Background: an optimization exercise with open tools, aiming at small area. Do not read the settings as production practice.
Function was not checked in any run shown here: the RTL went through the layout flow alone.

File: flow/design.v
module FA(input wire a, b, c, output wire s, co);
    assign s = a ^ b ^ c;
    assign co = (a & b) | (a & c) | (b & c);
endmodule
module HA(input wire a, b, output wire s, co);
    assign s = a ^ b;
    assign co = a & b;
endmodule
module XNOR2(input wire a, b, output wire y);
    assign y = ~(a ^ b);
endmodule
module OR2(input wire a, b, output wire y);
    assign y = a | b;
endmodule
module ADD8 #(parameter CI = 0) (input wire [7:0] x, y, output wire [8:0] s);
    wire [7:1] c;
    generate
        if (CI) begin : g1
            XNOR2 hs (.a(x[0]), .b(y[0]), .y(s[0]));
            OR2   hc (.a(x[0]), .b(y[0]), .y(c[1]));
        end else begin : g0
            HA h (.a(x[0]), .b(y[0]), .s(s[0]), .co(c[1]));
        end
    endgenerate
    genvar i;
    generate
        for (i = 1; i < 7; i = i + 1) begin : f
            FA a (.a(x[i]), .b(y[i]), .c(c[i]), .s(s[i]), .co(c[i+1]));
        end
    endgenerate
    FA a7 (.a(x[7]), .b(y[7]), .c(c[7]), .s(s[7]), .co(s[8]));
endmodule
module ADD3 (input wire [8:0] x, y, z, output wire [10:0] u);
    wire [8:1] s;
    wire [8:0] c;
    wire [9:2] k;
    FA a0 (.a(x[0]), .b(y[0]), .c(z[0]), .s(u[0]), .co(c[0]));
    genvar i;
    generate
        for (i = 1; i < 9; i = i + 1) begin : csa
            FA a (.a(x[i]), .b(y[i]), .c(z[i]), .s(s[i]), .co(c[i]));
        end
    endgenerate
    HA h1 (.a(s[1]), .b(c[0]), .s(u[1]), .co(k[2]));
    generate
        for (i = 2; i < 9; i = i + 1) begin : cpa
            FA a (.a(s[i]), .b(c[i-1]), .c(k[i]), .s(u[i]), .co(k[i+1]));
        end
    endgenerate
    HA h9 (.a(c[8]), .b(k[9]), .s(u[9]), .co(u[10]));
endmodule
module FIN (input wire [10:0] pn, qn, output wire [7:0] out);
    wire [10:0] up = ~pn;
    wire [10:0] uq = ~qn;
    wire satp = (up >= 11'd1408) | (up <= 11'd1152);
    wire satq = (uq >= 11'd1408) | (uq <= 11'd1152);
    wire [6:0] ap = up[8] ? up[6:0] : -up[6:0];
    wire [6:0] aq = uq[8] ? uq[6:0] : -uq[6:0];
    wire [6:0] mx = (ap > aq) ? ap : aq;
    assign out = (satp | satq) ? 8'hff : {mx, 1'b0};
endmodule
module SOBEL (input wire [31:0] t, m, b, output wire [7:0] out0, out1);
    wire [7:0] t0 = t[31:24];
    wire [7:0] t1 = t[23:16];
    wire [7:0] t2 = t[15:8];
    wire [7:0] t3 = t[7:0];
    wire [7:0] b0 = b[31:24];
    wire [7:0] b1 = b[23:16];
    wire [7:0] b2 = b[15:8];
    wire [7:0] b3 = b[7:0];
    wire [7:0] mh2 = m[15:8], mh3 = m[7:0];
    wire [7:0] ml0 = ~m[31:24], ml1 = ~m[23:16];
    wire [8:0] dd0, ad0;
    ADD8 #(.CI(1)) udd0 (.x(t1), .y(b0), .s(dd0));
    ADD8 #(.CI(0)) uad0 (.x(t0), .y(b1), .s(ad0));
    wire [8:0] dd1, ad1;
    ADD8 #(.CI(1)) udd1 (.x(t2), .y(b1), .s(dd1));
    ADD8 #(.CI(1)) uad1 (.x(t1), .y(b2), .s(ad1));
    wire [8:0] dd2, ad2;
    ADD8 #(.CI(1)) udd2 (.x(t3), .y(b2), .s(dd2));
    ADD8 #(.CI(0)) uad2 (.x(t2), .y(b3), .s(ad2));
    wire [8:0] e0;
    ADD8 #(.CI(0)) ue0 (.x(mh2), .y(ml0), .s(e0));
    wire [8:0] e1;
    ADD8 #(.CI(0)) ue1 (.x(mh3), .y(ml1), .s(e1));
    wire [10:0] up0, uq0;
    ADD3 usp0 (.x(dd0), .y(dd1), .z(e0), .u(up0));
    ADD3 usq0 (.x(ad0), .y(ad1), .z(~e0), .u(uq0));
    FIN uf0 (.pn(up0), .qn(uq0), .out(out0));
    wire [10:0] up1, uq1;
    ADD3 usp1 (.x(dd1), .y(dd2), .z(e1), .u(up1));
    ADD3 usq1 (.x(ad1), .y(ad2), .z(~e1), .u(uq1));
    FIN uf1 (.pn(up1), .qn(uq1), .out(out1));
endmodule
module SOBELX (input wire [31:0] t, m, b, output wire [7:0] out0, out1);
    wire [7:0] t0 = t[31:24];
    wire [7:0] t1 = t[23:16];
    wire [7:0] t2 = t[15:8];
    wire [7:0] t3 = t[7:0];
    wire [7:0] b0 = b[31:24];
    wire [7:0] b1 = b[23:16];
    wire [7:0] b2 = b[15:8];
    wire [7:0] b3 = b[7:0];
    wire [7:0] mh2 = ~m[15:8], mh3 = ~m[7:0];
    wire [7:0] ml0 = m[31:24], ml1 = m[23:16];
    wire [8:0] dd0, ad0;
    ADD8 #(.CI(1)) udd0 (.x(t1), .y(b0), .s(dd0));
    ADD8 #(.CI(0)) uad0 (.x(t0), .y(b1), .s(ad0));
    wire [8:0] dd1, ad1;
    ADD8 #(.CI(1)) udd1 (.x(t2), .y(b1), .s(dd1));
    ADD8 #(.CI(1)) uad1 (.x(t1), .y(b2), .s(ad1));
    wire [8:0] dd2, ad2;
    ADD8 #(.CI(1)) udd2 (.x(t3), .y(b2), .s(dd2));
    ADD8 #(.CI(0)) uad2 (.x(t2), .y(b3), .s(ad2));
    wire [8:0] e0;
    ADD8 #(.CI(0)) ue0 (.x(mh2), .y(ml0), .s(e0));
    wire [8:0] e1;
    ADD8 #(.CI(0)) ue1 (.x(mh3), .y(ml1), .s(e1));
    wire [10:0] up0, uq0;
    ADD3 usp0 (.x(dd0), .y(dd1), .z(e0), .u(up0));
    ADD3 usq0 (.x(ad0), .y(ad1), .z(~e0), .u(uq0));
    FIN uf0 (.pn(up0), .qn(uq0), .out(out0));
    wire [10:0] up1, uq1;
    ADD3 usp1 (.x(dd1), .y(dd2), .z(e1), .u(up1));
    ADD3 usq1 (.x(ad1), .y(ad2), .z(~e1), .u(uq1));
    FIN uf1 (.pn(up1), .qn(uq1), .out(out1));
endmodule
module sobel_accel(
        input   wire    [ 2:0]   addr,
        output  wire    [31:0]   rdata,
        input   wire    [31:0]   wdata,
        input   wire             cs,
        input   wire             read,
        input   wire             write,
        input   wire             clk,
        input   wire             rst
);
    reg [31:0] data0, data1, data2, data3, data4, data5;
    always @(posedge clk)
        if (cs & write)
            case (addr)
                3'd0: data0 <= wdata;
                3'd1: data1 <= wdata;
                3'd2: data2 <= wdata;
                3'd3: data3 <= wdata;
                3'd4: data4 <= wdata;
                3'd5: data5 <= wdata;
            endcase
    reg [2:0] ra;
    always @(posedge clk) ra <= addr;
    wire hi_ab = (ra == 3'd7);
    wire hi_cd = ra[2] & (ra[0] | ~ra[1]);       
    wire [31:0] ra_n = ~(hi_ab ? data2 : data0);
    wire [31:0] rb_n = ~(hi_ab ? data3 : data1);
    wire [31:0] rc_ = hi_cd ? data4 : data2;
    wire [31:0] rd_ = hi_cd ? data5 : data3;
    wire [7:0] s00, s01, s10, s11;
    SOBEL  U0 (.t(ra_n), .m(rb_n), .b(rc_), .out0(s00), .out1(s01));
    SOBELX U1 (.t(rb_n), .m(rc_),  .b(rd_), .out0(s10), .out1(s11));
    wire [31:0] res = {s00, s01, s10, s11};
    wire [31:0] rd_next = (ra[2] & ra[1]) ? res :
                          ra[0] ? ((ra[2] | ra[1]) ? rd_ : ~rb_n)
                                : ((ra[2] | ra[1]) ? rc_ : ~ra_n);
    assign rdata = rd_next;
endmodule
File: flow/config.mk
export PLATFORM = sky130hd
export DESIGN_NAME = sobel_accel
export DESIGN_NICKNAME = sobel_accel
export VERILOG_FILES = /design/flow/design.v
export SDC_FILE = /design/flow/constraint.sdc
export NUM_CORES = 4
export LEC_CHECK = 0
export CAP_MARGIN = 20
export CORE_MARGIN = 2
export CORE_UTILIZATION = 40
export SLEW_MARGIN = 20
export SYNTH_HIERARCHICAL = 1
File: flow/run.sh
#!/bin/bash
# synth_recipe.tcl (not shown) runs the flow's synth.tcl, then flattens the netlist and writes it again
# the make line also repeats each setting of config.mk as NAME=value (left out here)
make -C /OpenROAD-flow-scripts/flow DESIGN_CONFIG=/design/flow/config.mk WORK_HOME=/design/flow/orfs CLKGATE_MAP_FILE= SYNTH_SCRIPT=/design/flow/synth_recipe.tcl finish
File: flow/constraint.sdc
create_clock -name core_clock -period 9.0 [get_ports {clk}]
set_input_delay 1.8000 -clock core_clock [delete_from_list [all_inputs] [get_ports {clk}]]
set_output_delay 1.8000 -clock core_clock [all_outputs]
set_load 0.01 [all_outputs]
==> results of run 1 <==
[sequential cells by signal, indices dropped and copies added (netlist names)]
name   flops
data5     32
ra         3
data4     32
data1     32
data3     32
data0     32
data2     32
[path summary, 6_finish.rpt]
path | cells after the start | startpoint | end
min | 1 | addr[1] | ra[1]$_DFF_P_
max | 32 | ra[1]$_DFF_P_ | rdata[9]
[Yosys stat by module (local to each module, per instance), a selection]
module | cells inside | times used | cell area, um^2
SOBEL | 34 | 1 | 128
SOBELX | 34 | 1 | 128
FA | 1 | 240 | 20.0
OR2 | 1 | 8 | 6.26
XNOR2 | 1 | 8 | 8.76
FIN | 88 | 4 | 624
sobel_accel | 569 | 1 | 9230
HA | 1 | 24 | 12.5
[cells in the final DEF, fill, tap and decap left out, types with 7 or more instances in the layout]
master | synthesis | final
ha_4 | 0 | 13
nand2_1 | 52 | 42
edfxtp_1 | 192 | 192
fa_1 | 240 | 112
nor2_4 | 0 | 8
or2_1 | 8 | 8
a21oi_2 | 4 | 14
xnor2_2 | 0 | 19
clkbuf_16 | 0 | 17
nand2b_1 | 10 | 9
mux2i_1 | 116 | 107
nand2_2 | 0 | 8
clkdlybuf4s50_1 | 0 | 37
xnor2_1 | 36 | 14
nor2_1 | 36 | 22
buf_2 | 21 | 28
ha_1 | 60 | 46
xor2_1 | 12 | 7
nand3_2 | 8 | 8
buf_6 | 27 | 36
and2_4 | 16 | 21
mux2_4 | 0 | 12
nand3_1 | 21 | 21
buf_4 | 3 | 235
mux2_2 | 69 | 58
inv_1 | 88 | 78
o2bb2ai_1 | 50 | 50
fa_2 | 0 | 128
a21oi_1 | 24 | 9
a221o_1 | 26 | 26
o21ai_2 | 28 | 26
inv_2 | 0 | 7
buf_12 | 0 | 9
o21ai_4 | 1 | 15
[cells by family after synthesis]
logic type | share of synthesized area [%]
mux | 11.6
xor+xnor | 2.44
compound gates | 8.70
flops | 33.9
simple gates | 6.42
fa+ha+maj | 32.3
buf+inv | 4.69
[metrics by stage]
stage / setup TNS, ns / area [um^2] / hold slack [ns] / setup WS [ns]
finish: -37.52 / 22400 / 1.88 / -1.42
detailed placement: -38.56 / 20300 / 2.39 / -1.41
global route: -45.11 / 22400 / 1.89 / -1.66
floorplan: -5.66 / 17700 / 1.83 / -0.384
global placement: -36.85 / 20300 / 2.39 / -1.37
CTS: -37.43 / 21900 / 1.86 / -1.42
[cell usage after synthesis (5+ instances only)]
master     count
o2bb2ai_1     50
buf_6         27
nor3_1         8
ha_1          60
nand3_2        8
inv_1         88
a21oi_1       24
nand3b_1       5
a22oi_1        8
xnor2_1       36
a32oi_1        6
nor2_1        36
nand3_1       21
o211ai_1       6
mux2i_1      116
mux2_1         5
nand2_1       52
mux2_2        69
a221o_1       26
nand2b_1      10
a31oi_1        6
clkbuf_1      11
a21o_1         6
and2_4        16
edfxtp_1     192
xor2_1        12
o21ai_1        8
fa_1         240
nor2b_1        5
buf_2         21
and2_1         5
or2_1          8
o21ai_0       12
o21ai_2       28
[layout make-up]
cell class | instances | share of cell area, %
multi-input combinational | 923 | 53.9
sequential | 195 | 26.1
timing repair buffer | 351 | 13.1
tap | 539 | 3.01
clock buffer | 18 | 1.92
inverter | 88 | 1.51
clock inverter | 14 | 0.564
[routing by layer]
| layer | wire length, um | part of all wire, % | vias to the layer above | GRT usage, % |
|---|---|---|---|---|
| li1 | - | - | 5159 | - |
| met1 | 22200 | 42 | 6057 | 31.6 |
| met2 | 26000 | 49 | 334 | 41.9 |
| met3 | 2680 | 5.1 | 89 | 4.17 |
| met4 | 2050 | 3.9 | 2 | 10.8 |
| met5 | 67 | 0.13 | - | 1.00 |
[repair_timing]
item / 4_1_cts / 5_1_grt
pin swaps: 74 / 76
endpoints found under the setup margin: 32 / 32
buffers inserted: 46 / 17
resized for setup: 306 / 69
==> key figures, run 1 <==
Drt
  – DRT iter0 DRCs: 666
  – Drt drc: 0
  – Drt total wl: 53.0 mm
  – DR WL/cell: 24.9 um
  – Routed Antenna Nets: 0
  – Vias per inst: 5.47
  – DR pass1 iterations: 4
  – Vias: 11.6k

Layout
  – Post-layout util: 53.1%
  – FF/Latch Area: 0.00584 mm^2
  – N_diodes: 0
  – Fill cells: 3,576
  – Share of post-route cells with drive strength above 1: 47.8%
  – Nets: 1,916
  – P&R area growth vs syn: 30.2%
  – Post-Layout Cell Count: 2,128
  – Multi-input gate area: around 0.012 mm^2

STA
  – Slew margin rel.: 35.0%
  – Setup violators final: 32
  – Fin worst setup slack: -1.42 ns
  – Crit share post-route: 116%
  – Final worst path period need: 10.42 ns
  – Endpoints failing hold: 0
  – Slew Viols, Final: 0
  – Worst-margin pin slew: 0.975 ns
  – Max Fclk: 96.0 MHz
  – RSZ-0062 raised after global routing: true

Global routing
  – Initial antenna violation count: 0
  – Grt total ovfl: 0
  – Number of global-route vias before repair: approximately 13k
  – GRT Overall Usage: 24.9%
  – First-pass GRT wire length: 78.9 mm
  – Maximum number of pins on one net before global-route repair: 44

Synthesis
  – Sequential share of the synthesized area: between 30% and 40%
  – Post-Syn Nets: between 1.5k and 2k
  – Synth Cell Area: 0.0172 mm^2
  – Area contributors post-synth: edfxtp_1, fa_1, mux2i_1
  – Syn. warnings: 7
  – Synth unique cells: 49
  – Mapped Cells: 1,269
  – Primary FF master, synth: edfxtp_1
  – Avg Cell Area, Syn: 13.6 um^2
  – EDFF count, synth: 192
  – Area share of the largest cell type after synthesis: 33.5%
  – Leading area contributor after synthesis: edfxtp_1
  – Seq cells post-synth: 195
  – Ys async rst share: 0%

Critical path
  – Crit-path max cell delay: a little under 0.5 ns
  – CP dominant cell by count: fa_2
  – Startpoint Class: flip-flop
  – Crit path required time: 7.20 ns
  – CP top delay family: adder cells
  – CP max FO: 9
  – Critical path class: reg -> out
  – Worst EP arrival: 8.62 ns
  – Crit. End Element: output pin
  – Crit path max-delay cell type: fa_1
  – CP Buf/Inv Count: 9

Status
  – Layout check faults: negative setup slack
  – Outcome: complete, but fails checks

Clock network
  – Cts hold-fix bufs: 0
  – Htree depth: 4
  – Clock tree sinks: 195
  – CTS tree: done
  – CTS Buffer Depth: 2
  – Num CTS Buffers: 17
  – CTS root buf: clkbuf_16
  – Clock slew at reported path FFs: 0.08 ns

Run
  – Max-Cap Viols: 0

Placement
  – Gp weighted congestion: 0.932
  – Hpwl dp: between 40 and 50 mm
  – Number of port buffers: 69
  – Placed Instances: 2,035

Die
  – Initial Util: 40.7%
  – Die Height: 211 um
  – Row cnt: 75
  – Die area: 0.0447 mm^2
  – Horiz. Die Dim: roughly 210 um
  – # IOs: between 70 and 80
  – Core ar.: ~0.042 mm^2

Worst hold path
  – Worst hold path type: in -> reg
==> run 2: changes to the inputs <==
--- a/flow/design.v
+++ b/flow/design.v
@@ -129,3 +129,3 @@
         input   wire    [ 2:0]   addr,
-        output  wire    [31:0]   rdata,
+        output  reg     [31:0]   rdata,
         input   wire    [31:0]   wdata,
@@ -148,4 +148,3 @@
             endcase
-    reg [2:0] ra;
-    always @(posedge clk) ra <= addr;
+    wire [2:0] ra = addr;
     wire hi_ab = (ra == 3'd7);
@@ -163,3 +162,3 @@
                                 : ((ra[2] | ra[1]) ? rc_ : ~ra_n);
-    assign rdata = rd_next;
+    always @(posedge clk) rdata <= rd_next;
 endmodule
==> run 2 against run 1 <==
  * The layout still fails its checks (negative setup slack)
  * Synthesized cell count increased by 4.8%
  * Fmax up 14%
  * Utilization is 0.94 points lower
  * Area after synthesis increased by 3.6%
  * Critical path type is now in -> reg
  * Largest cell class unchanged
==> key figures, run 2 <==
Status
  – Outcome: complete, but fails checks
  – Layout check faults: negative setup slack

Placement
  – Hpwl dp: 41.5 mm
  – Number of port buffers: 69
  – Gp weighted congestion: 0.877
  – Placed Instances: 2,068

Critical path
  – Crit-path max cell delay: 0.68 ns
  – Reg2reg setup slack: between 1 and 1.5 ns
  – CP Buf/Inv Count: 3
  – CP dominant cell by count: fa_2
  – Worst EP arrival: 9.56 ns
  – Startpoint Class: input port
  – CP max FO: 7
  – CP top delay family: adder cells
  – Crit path required time: approximately 9.4 ns
  – Critical Path Source: addr[0]
  – Critical path class: in -> reg
  – Crit path to: rdata[2]$_DFF_P_
  – R2R Path End: rdata[22]$_DFF_P_
  – Crit. End Element: flip-flop
  – Crit. path cell count: 26
  – RR Startpoint: data1[16]$_DFFE_PP_
  – Crit path max-delay cell type: fa_2
  – Reg2reg path depth: 24

Drt
  – Vias per inst: ~5.4
  – Routed Antenna Nets: 0
  – DRT iter0 DRCs: 898
  – Drt drc: 0
  – Vias: around 12k
  – Drt total wl: 54.2 mm
  – DR WL/cell: 25.0 um
  – DR pass1 iterations: 5

STA
  – Worst-margin pin slew: 0.799 ns
  – Slew Viols, Final: 0
  – Layout Skew: 0.0359 ns
  – Slew margin rel.: 45.2%
  – Endpoints failing hold: 0
  – Fin worst setup slack: -0.141 ns
  – RSZ-0062 raised after global routing: true
  – Final worst path period need: between 9 and 10 ns
  – Crit share post-route: 102%
  – Max Fclk: 109 MHz
  – TNS Setup: -0.885 ns
  – WHS: 0.605 ns
  – Setup violators final: 13

Synthesis
  – Avg Cell Area, Syn: between 10 and 15 um^2
  – Most instantiated cells after synthesis: fa_1, edfxtp_1, mux2i_1
  – Synth Cell Area: 0.0178 mm^2
  – Seq cells post-synth: 224
  – Area contributors post-synth: edfxtp_1, fa_1, mux2i_1
  – Area share of the largest cell type after synthesis: 32.4%
  – Most numerous cell in the Yosys netlist: fa_1
  – Leading area contributor after synthesis: edfxtp_1
  – Primary FF master, synth: edfxtp_1
  – EDFF count, synth: between 150 and 200
  – Syn. warnings: 7
  – Post-synthesis compound-gate area fraction: 8.46%
  – Sequential share of the synthesized area: a little over a third
  – Synth Area in Adders: 31.2%
  – Post-Syn Nets: 1,670
  – Post-synthesis mux area share: 11.0%
  – Mapped Cells: 1,330
  – Largest family of logic cells by synthesized area: adder cells
  – Simple-Gate Fraction of Synth Area: 6.81%
  – Ys async rst share: 0%
  – Synth Area in XOR/XNOR: 2.36%
  – Synth unique cells: 47

Layout
  – Most common cell after layout, fill and taps aside: edfxtp_1
  – Most frequent cells in the layout: edfxtp_1, buf_4, fa_2, mux2i_1, fa_1
  – Post-Layout Cell Count: 2,169
  – Fill cells: 3,767
  – Share of post-route cells with drive strength above 1: 41.4%
  – Nets: 1,897
  – P&R area growth vs syn: 29.0%
  – N_diodes: 0

Die
  – Initial Util: 40.4%
  – Horiz. Die Dim: 215 um
  – Core ar.: ~0.044 mm^2
  – Row cnt: 77
  – # IOs: 72
  – Die area: 0.0463 mm^2
  – Die Height: 215 um

Global routing
  – Initial antenna violation count: 1
  – Grt total ovfl: 0
  – First-pass GRT wire length: 79.8 mm
  – GRT Overall Usage: 23.5%
  – Number of global-route vias before repair: approximately 12k
  – Maximum number of pins on one net before global-route repair: 50

Clock network
  – CTS Buffer Depth: 3
  – Num CTS Buffers: 27
  – CTS root buf: clkbuf_16
  – Clock tree sinks: 224
  – CTS tree: done
  – Clock slew at reported path FFs: 0.06 ns
  – Htree depth: 1
  – Cts hold-fix bufs: 0
  – Clock latency on the worst-skew pair: 0.57 ns

Run
  – Max-Cap Viols: 0

Worst hold path
  – Worst hold path type: reg -> reg
run 2: cell count changes in the layout (fill, tap and decap cells not counted), sizes merged, moves of 5 or more:
| cell | delta |
|---|---|
| clkbuf | +18 |
| nor2 | +26 |
| nand2b | +5 |
| dfxtp | +29 |
| a22o | +20 |
| clkdlybuf4s50 | +29 |
| buf | -116 |
| o2bb2ai | -28 |
| mux2i | -8 |
run 2: cell type report:
class,count,area (um^2),area share [%]
multi-input combinational,955,12300,53.5
sequential,224,6410,27.9
timing repair buffer,263,2350,10.2
tap,592,741,3.22
clock buffer,37,723,3.15
inverter,86,328,1.43
clock inverter,12,145,0.631
run 2: routing by layer:
metal	global-route usage (%)	wire length, um	vias to the layer above	share of wire (%)
met5	0	8	-	0.015
met2	40.3	27200	367	50
met4	6.67	1720	2	3.2
met1	30.8	22400	6099	41
li1	-	-	5183	-
met3	3.92	2970	76	5.5
run 2: cell families (layout without fill, tap and decap cells):
logic type / after synthesis / in the layout
AND/OR/NAND/NOR: 225 / 225
XOR/XNOR: 48 / 48
multiplexers: 186 / 186
buffers and inverters: 152 / 398
adder cells (fa/ha/maj): 300 / 300
flip-flops: 224 / 224
AO/OA/AOI/OAI: 195 / 196
run 2: modules after synthesis (local to each module, per instance), excerpt:
module	copies in the design	cells inside	flip-flops and latches	cell area, um^2
FA	240	1	0	20.0
FIN	4	88	0	624
HA	24	1	0	12.5
OR2	8	1	0	6.26
SOBEL	1	34	0	128
SOBELX	1	34	0	128
XNOR2	8	1	0	8.76
sobel_accel	1	630	224	9840
run 2: tightest hold or removal path: stages (launching register included):
cell and delay [ns]:
edfxtp_1 0.34, o2bb2ai_1 0.11, a221o_1 0.13
run 2: repair_timing:
item | 4_1_cts | 5_1_grt
resized for setup | 134 | 103
setup endpoints to repair | 28 | 28
pin swaps | 140 | 129
buffers inserted | 21 | 33
gates cloned | 2 | 0
run 2: worst min-delay path by stage:
stage | from | end | slack, ns | depth (start not counted)
2_1_floorplan | data3[11]$_DFFE_PP_ | rdata[11]$_DFF_P_ | 0.56 | 2
3_3_place_gp | data5[0]$_DFFE_PP_ | rdata[0]$_DFF_P_ | 0.59 | 2
3_5_place_dp | data5[17]$_DFFE_PP_ | rdata[17]$_DFF_P_ | 0.59 | 2
4_1_cts | data5[17]$_DFFE_PP_ | rdata[17]$_DFF_P_ | 0.61 | 2
5_1_grt | data5[17]$_DFFE_PP_ | rdata[17]$_DFF_P_ | 0.64 | 2
6_report | data5[17]$_DFFE_PP_ | rdata[17]$_DFF_P_ | 0.60 | 2
run 2: per-stage QoR:
stage | worst slack, ns | instance area (um^2) | utilization [%]
4_1_cts | -0.0940 | 22200 | 50.3
3_3_place_gp | -0.872 | 20500 | 46.4
6_report | -0.141 | 23000 | 52.1
3_5_place_dp | -0.947 | 20500 | 46.4
2_1_floorplan | -0.140 | 18300 | -
5_1_grt | -0.302 | 23000 | 52.1
==> run 3: changes to the inputs <==
==> flow/design.v (replaced) <==
module SOBEL(
    input wire [7:0] p0, p1, p2, p3, p5, p6, p7, p8,  
    output wire [7:0] out                             
    );
    wire signed [10:0] gx, gy;            
    wire signed [10:0] abs_gx, abs_gy;	 
    wire [10:0] sum;			         
    assign gx = ((p2-p0)+((p5-p3)<<1)+(p8-p6));  
    assign gy = ((p0-p6)+((p1-p7)<<1)+(p2-p8));  
    assign abs_gx = (gx[10]? ~gx+1 : gx);	 
    assign abs_gy = (gy[10]? ~gy+1 : gy);	 
    assign sum = (abs_gx+abs_gy);				 
    assign out = (|sum[10:8])?8'hff : sum[7:0];	 
endmodule
module sobel_accel(
        input   wire    [ 2:0]   addr,       
        output  reg     [31:0]   rdata,      
        input   wire    [31:0]   wdata,      
        input   wire             cs,
        input   wire             read,
        input   wire             write,
        input   wire            clk,
        input   wire            rst
);
    wire [7:0] p00, p01, p02, p03; 
    wire [7:0] p10, p11, p12, p13;
    wire [7:0] p20, p21, p22, p23;
    wire [7:0] p30, p31, p32, p33;
    wire [7:0] p40, p41, p42, p43;
    wire [7:0] p50, p51, p52, p53;
    reg [31:0] data0, data1, data2, data3, data4, data5;
    wire [7:0] out_p0, out_p1, out_p2, out_p3, out_p4, out_p5, out_p6, out_p7;  
    always @ (posedge clk)
        if(cs & write) 
            case(addr)
                3'b000: data0 <= wdata;  
                3'b001: data1 <= wdata;  
                3'b010: data2 <= wdata;  
                3'b011: data3 <= wdata;  
                3'b100: data4 <= wdata;  
                3'b101: data5 <= wdata;  
            endcase
    assign p00 = data0[31:24];
    assign p01 = data0[23:16];
    assign p02 = data0[15: 8];
    assign p03 = data0[ 7: 0];
    assign p10 = data1[31:24];
    assign p11 = data1[23:16];
    assign p12 = data1[15: 8];
    assign p13 = data1[ 7: 0];
    assign p20 = data2[31:24];
    assign p21 = data2[23:16];
    assign p22 = data2[15: 8];
    assign p23 = data2[ 7: 0];
    assign p30 = data3[31:24];
    assign p31 = data3[23:16];
    assign p32 = data3[15: 8];
    assign p33 = data3[ 7: 0];
    assign p40 = data4[31:24];
    assign p41 = data4[23:16];
    assign p42 = data4[15: 8];
    assign p43 = data4[ 7: 0];
    assign p50 = data5[31:24];
    assign p51 = data5[23:16];
    assign p52 = data5[15: 8];
    assign p53 = data5[ 7: 0];
    SOBEL U0 (.p0(p00), .p1(p01), .p2(p02), .p3(p10), .p5(p12), .p6(p20), .p7(p21), .p8(p22),
                .out(out_p0));
    SOBEL U1 (.p0(p01), .p1(p02), .p2(p03), .p3(p11), .p5(p13), .p6(p21), .p7(p22), .p8(p23),
                .out(out_p1));
    SOBEL U2 (.p0(p10), .p1(p11), .p2(p12), .p3(p20), .p5(p22), .p6(p30), .p7(p31), .p8(p32),
                .out(out_p2));
    SOBEL U3 (.p0(p11), .p1(p12), .p2(p13), .p3(p21), .p5(p23), .p6(p31), .p7(p32), .p8(p33),
                .out(out_p3));
    SOBEL U4 (.p0(p20), .p1(p21), .p2(p22), .p3(p30), .p5(p32), .p6(p40), .p7(p41), .p8(p42),
                .out(out_p4));
    SOBEL U5 (.p0(p21), .p1(p22), .p2(p23), .p3(p31), .p5(p33), .p6(p41), .p7(p42), .p8(p43),
                .out(out_p5));
    SOBEL U6 (.p0(p30), .p1(p31), .p2(p32), .p3(p40), .p5(p42), .p6(p50), .p7(p51), .p8(p52),
                .out(out_p6));
    SOBEL U7 (.p0(p31), .p1(p32), .p2(p33), .p3(p41), .p5(p43), .p6(p51), .p7(p52), .p8(p53),
                .out(out_p7));
    always @ (posedge clk)
        if(cs & read)
            case(addr)
                3'b000: rdata <= data0;  
                3'b001: rdata <= data1;  
                3'b010: rdata <= data2;  
                3'b011: rdata <= data3;  
                3'b100: rdata <= data4;  
                3'b101: rdata <= data5;  
                3'b110: rdata <= {out_p0, out_p1, out_p2, out_p3};  
                3'b111: rdata <= {out_p4, out_p5, out_p6, out_p7};  
            endcase
endmodule
--- a/flow/config.mk
+++ b/flow/config.mk
@@ -11,2 +11 @@
 export SLEW_MARGIN = 20
-export SYNTH_HIERARCHICAL = 1
==> run 3 against run 2 <==
  * The run now finishes clean
  * Critical path depth grew 2
  * Critical endpoint is now rdata[0]$_DFFE_PP_
  * Worst hold slack gained 0.15 ns
  * Synthesized cell count grew to 2.9 times the previous value
  * Critical path type is now reg -> reg
  * Setup slack gained 1.0 ns
==> key figures, run 3 <==
Worst hold path
  – Hold endpoint: rdata[16]$_DFFE_PP_
  – Worst hold path type: reg -> reg
  – WHS Path Cells: 2
  – Min-delay src: data0[16]$_DFFE_PP_

STA
  – Max Fclk: 123 MHz
  – Crit share post-route: about 90%
  – Endpoints failing hold: 0
  – Final worst path period need: 8.14 ns
  – Slew Viols, Final: 0
  – Layout Skew: 0.0248 ns
  – TNS Setup: 0 ns
  – Worst-margin pin slew: 1.08 ns
  – WHS: 0.758 ns
  – RSZ-0062 raised after global routing: false
  – Slew margin rel.: 27.3%
  – Setup violators final: 0

Clock network
  – CTS root buf: clkbuf_16
  – Num CTS Buffers: 26
  – Cts hold-fix bufs: 0
  – Postcts setup bufs: 0
  – Clock latency on the worst-skew pair: 0.58 ns
  – Clock tree sinks: about 220
  – Htree depth: 1
  – CTS Buffer Depth: 3
  – Post-cts resize count: 0
  – Clock slew at reported path FFs: 0.07 ns
  – CTS tree: done

Synthesis
  – Post-Syn Nets: around 4.5k
  – Synth unique cells: 83
  – Seq cells post-synth: 224
  – Primary FF master, synth: edfxtp_1
  – Syn. warnings: 1
  – Ys async rst share: 0%
  – Synth Cell Area: 0.0340 mm^2
  – Area contributors post-synth: edfxtp_1, ha_1, fa_1
  – Mapped Cells: ~3.8k
  – EDFF count, synth: around 220
  – Leading area contributor after synthesis: edfxtp_1
  – Most instantiated cells after synthesis: inv_1, ha_1, xnor2_1
  – Area share of the largest cell type after synthesis: slightly below 20%
  – Most numerous cell in the Yosys netlist: inv_1
  – Avg Cell Area, Syn: around 8.9 um^2
  – Sequential share of the synthesized area: 19.8%

Die
  – Die Height: 295 um
  – Horiz. Die Dim: 295 um
  – Die area: between 0.08 and 0.09 mm^2
  – Core ar.: about 0.084 mm^2
  – Initial Util: 40.5%
  – # IOs: 72
  – Row cnt: roughly 110

Critical path
  – Critical path class: reg -> reg
  – CP max FO: 7
  – Crit. End Element: flip-flop
  – R2R Path End: rdata[0]$_DFFE_PP_
  – Reg2reg setup slack: about 0.86 ns
  – Startpoint Class: flip-flop
  – Worst EP arrival: 8.45 ns
  – RR Startpoint: data3[0]$_DFFE_PP_
  – Crit path required time: 9.31 ns
  – CP dominant cell by count: o21ai_0
  – Crit path max-delay cell type: o32a_1
  – Crit-path max cell delay: around 0.48 ns
  – Reg2reg path depth: 28
  – Critical Path Source: data3[0]$_DFFE_PP_

Drt
  – Top Layer Used: met5
  – DR WL met2: 49.0 mm
  – DRT iter0 DRCs: 2,160
  – Drt total wl: 110 mm
  – Vias: around 28k
  – Vias per inst: 5.54
  – Drt drc: 0
  – DR pass1 iterations: 6
  – Routed Antenna Nets: 0
  – DR WL/cell: around 22 um
  – Metal3 WL: 7.52 mm
  – DRT met1 WL: 48.5 mm

Global routing
  – GRT Overall Usage: 24.9%
  – Number of global-route vias before repair: around 27k
  – Maximum number of pins on one net before global-route repair: between 60 and 70
  – Grt total ovfl: 0
  – Initial antenna violation count: 7
  – First-pass GRT wire length: 162 mm

Placement
  – Number of port buffers: 70
  – Placed Instances: about 5.0k
  – Hpwl dp: 92.6 mm
  – Placed cell area: approximately 0.036 mm^2
  – Gp weighted congestion: 0.956

Layout
  – P&R area growth vs syn: 8.99%
  – Post-layout util: 44.2%
  – Final Cell Area: 0.0370 mm^2
  – Fill cells: 8,435
  – Post-Layout Cell Count: 5,073
  – FF/Latch Area: 0.00673 mm^2
  – Most frequent cells in the layout: inv_1, ha_1, xnor2_1, a21oi_1, nor2_1
  – Multi-input gate area: 0.0250 mm^2
  – Share of post-route cells with drive strength above 1: 3.25%
  – Most common cell after layout, fill and taps aside: inv_1
  – Nets: 4,631

Status
  – Outcome: timing/DRC/antenna clean

Run
  – Max-Cap Viols: 0
-- run 3: area by class of cell --
cell class,instances,share of cell area (%)
multi-input combinational,3010,67.6
sequential,224,18.2
inverter,554,5.62
tap,1134,3.83
timing repair buffer,102,2.51
clock buffer,27,1.77
clock inverter,21,0.497
antenna,1,0.00676
-- run 3: cell families (layout without fill, tap and decap cells) --
kind of cell	Yosys count	count (layout)	share of synthesized area (%)
AO/OA/AOI/OAI	1020	1020	19.7
XOR/XNOR	491	491	12.7
adder cells (fa/ha/maj)	676	676	28.3
buffers and inverters	599	704	6.62
flip-flops	224	224	19.8
multiplexers	47	47	1.46
other	0	1	0
AND/OR/NAND/NOR	776	776	11.4
-- run 3: how the worst max path moves through the flow --
stage	endpoint	cells past startpoint
final	rdata[0]$_DFFE_PP_	28
after CTS	rdata[0]$_DFFE_PP_	27
after floorplan	rdata[18]$_DFFE_PP_	31
after global placement	rdata[11]$_DFFE_PP_	28
after detailed placement	rdata[0]$_DFFE_PP_	27
after global routing	rdata[11]$_DFFE_PP_	28
-- run 3: critical path: cells and delay by family (launching register included) --
| family | cells | cell delay (ns) |
|---|---|---|
| AOI/OAI and AO/OA | 13 | 3.46 |
| xor gates and xnor gates | 2 | 0.71 |
| adders and majority gates | 5 | 1.78 |
| buffers and inverters | 2 | 0.21 |
| DFF | 1 | 0.42 |
| muxes | 1 | 0.42 |
| and+or+nand+nor | 5 | 0.87 |
-- run 3: through the flow --
step | worst slack [ns]
final | 0.856
after global routing | 0.281
after CTS | 0.899
after detailed placement | 0.948
after global placement | 0.996
after floorplan | 2.08
-- run 3: layer usage --
metal	vias up	GRT usage [%]
met5	-	0
met4	12	9.25
met3	183	3.82
met2	836	40.0
met1	13373	33.8
li1	13698	-

-- what the ideal ports hide --
In the flow no input, the clock included, has a driving cell. The finished layouts below were timed again as built, in two steps.
Step 1: set_driving_cell puts a clkbuf_16 on clk and a buf_2 on each other input, an assumption about the parent block.
Step 2 also shifts input and output timing later by t, the mid clock arrival at the registers, as if the neighbouring blocks saw the same clock.
Three values: ideal ports, drivers, drivers and shift; two values: the first two.
run	t, ns	setup WS [ns]	cell pins on the clock port's net
run 1	0.525	-1.419 / -1.475 / -0.950	1
run 2	0.602	-0.141 / -0.141 / -0.743	1
run 3	0.621	0.856 / 0.856 / 0.856	1
The setup slack of run 2, which loses most, moves by 0.000 ns with the drivers and by -0.602 ns with both steps.
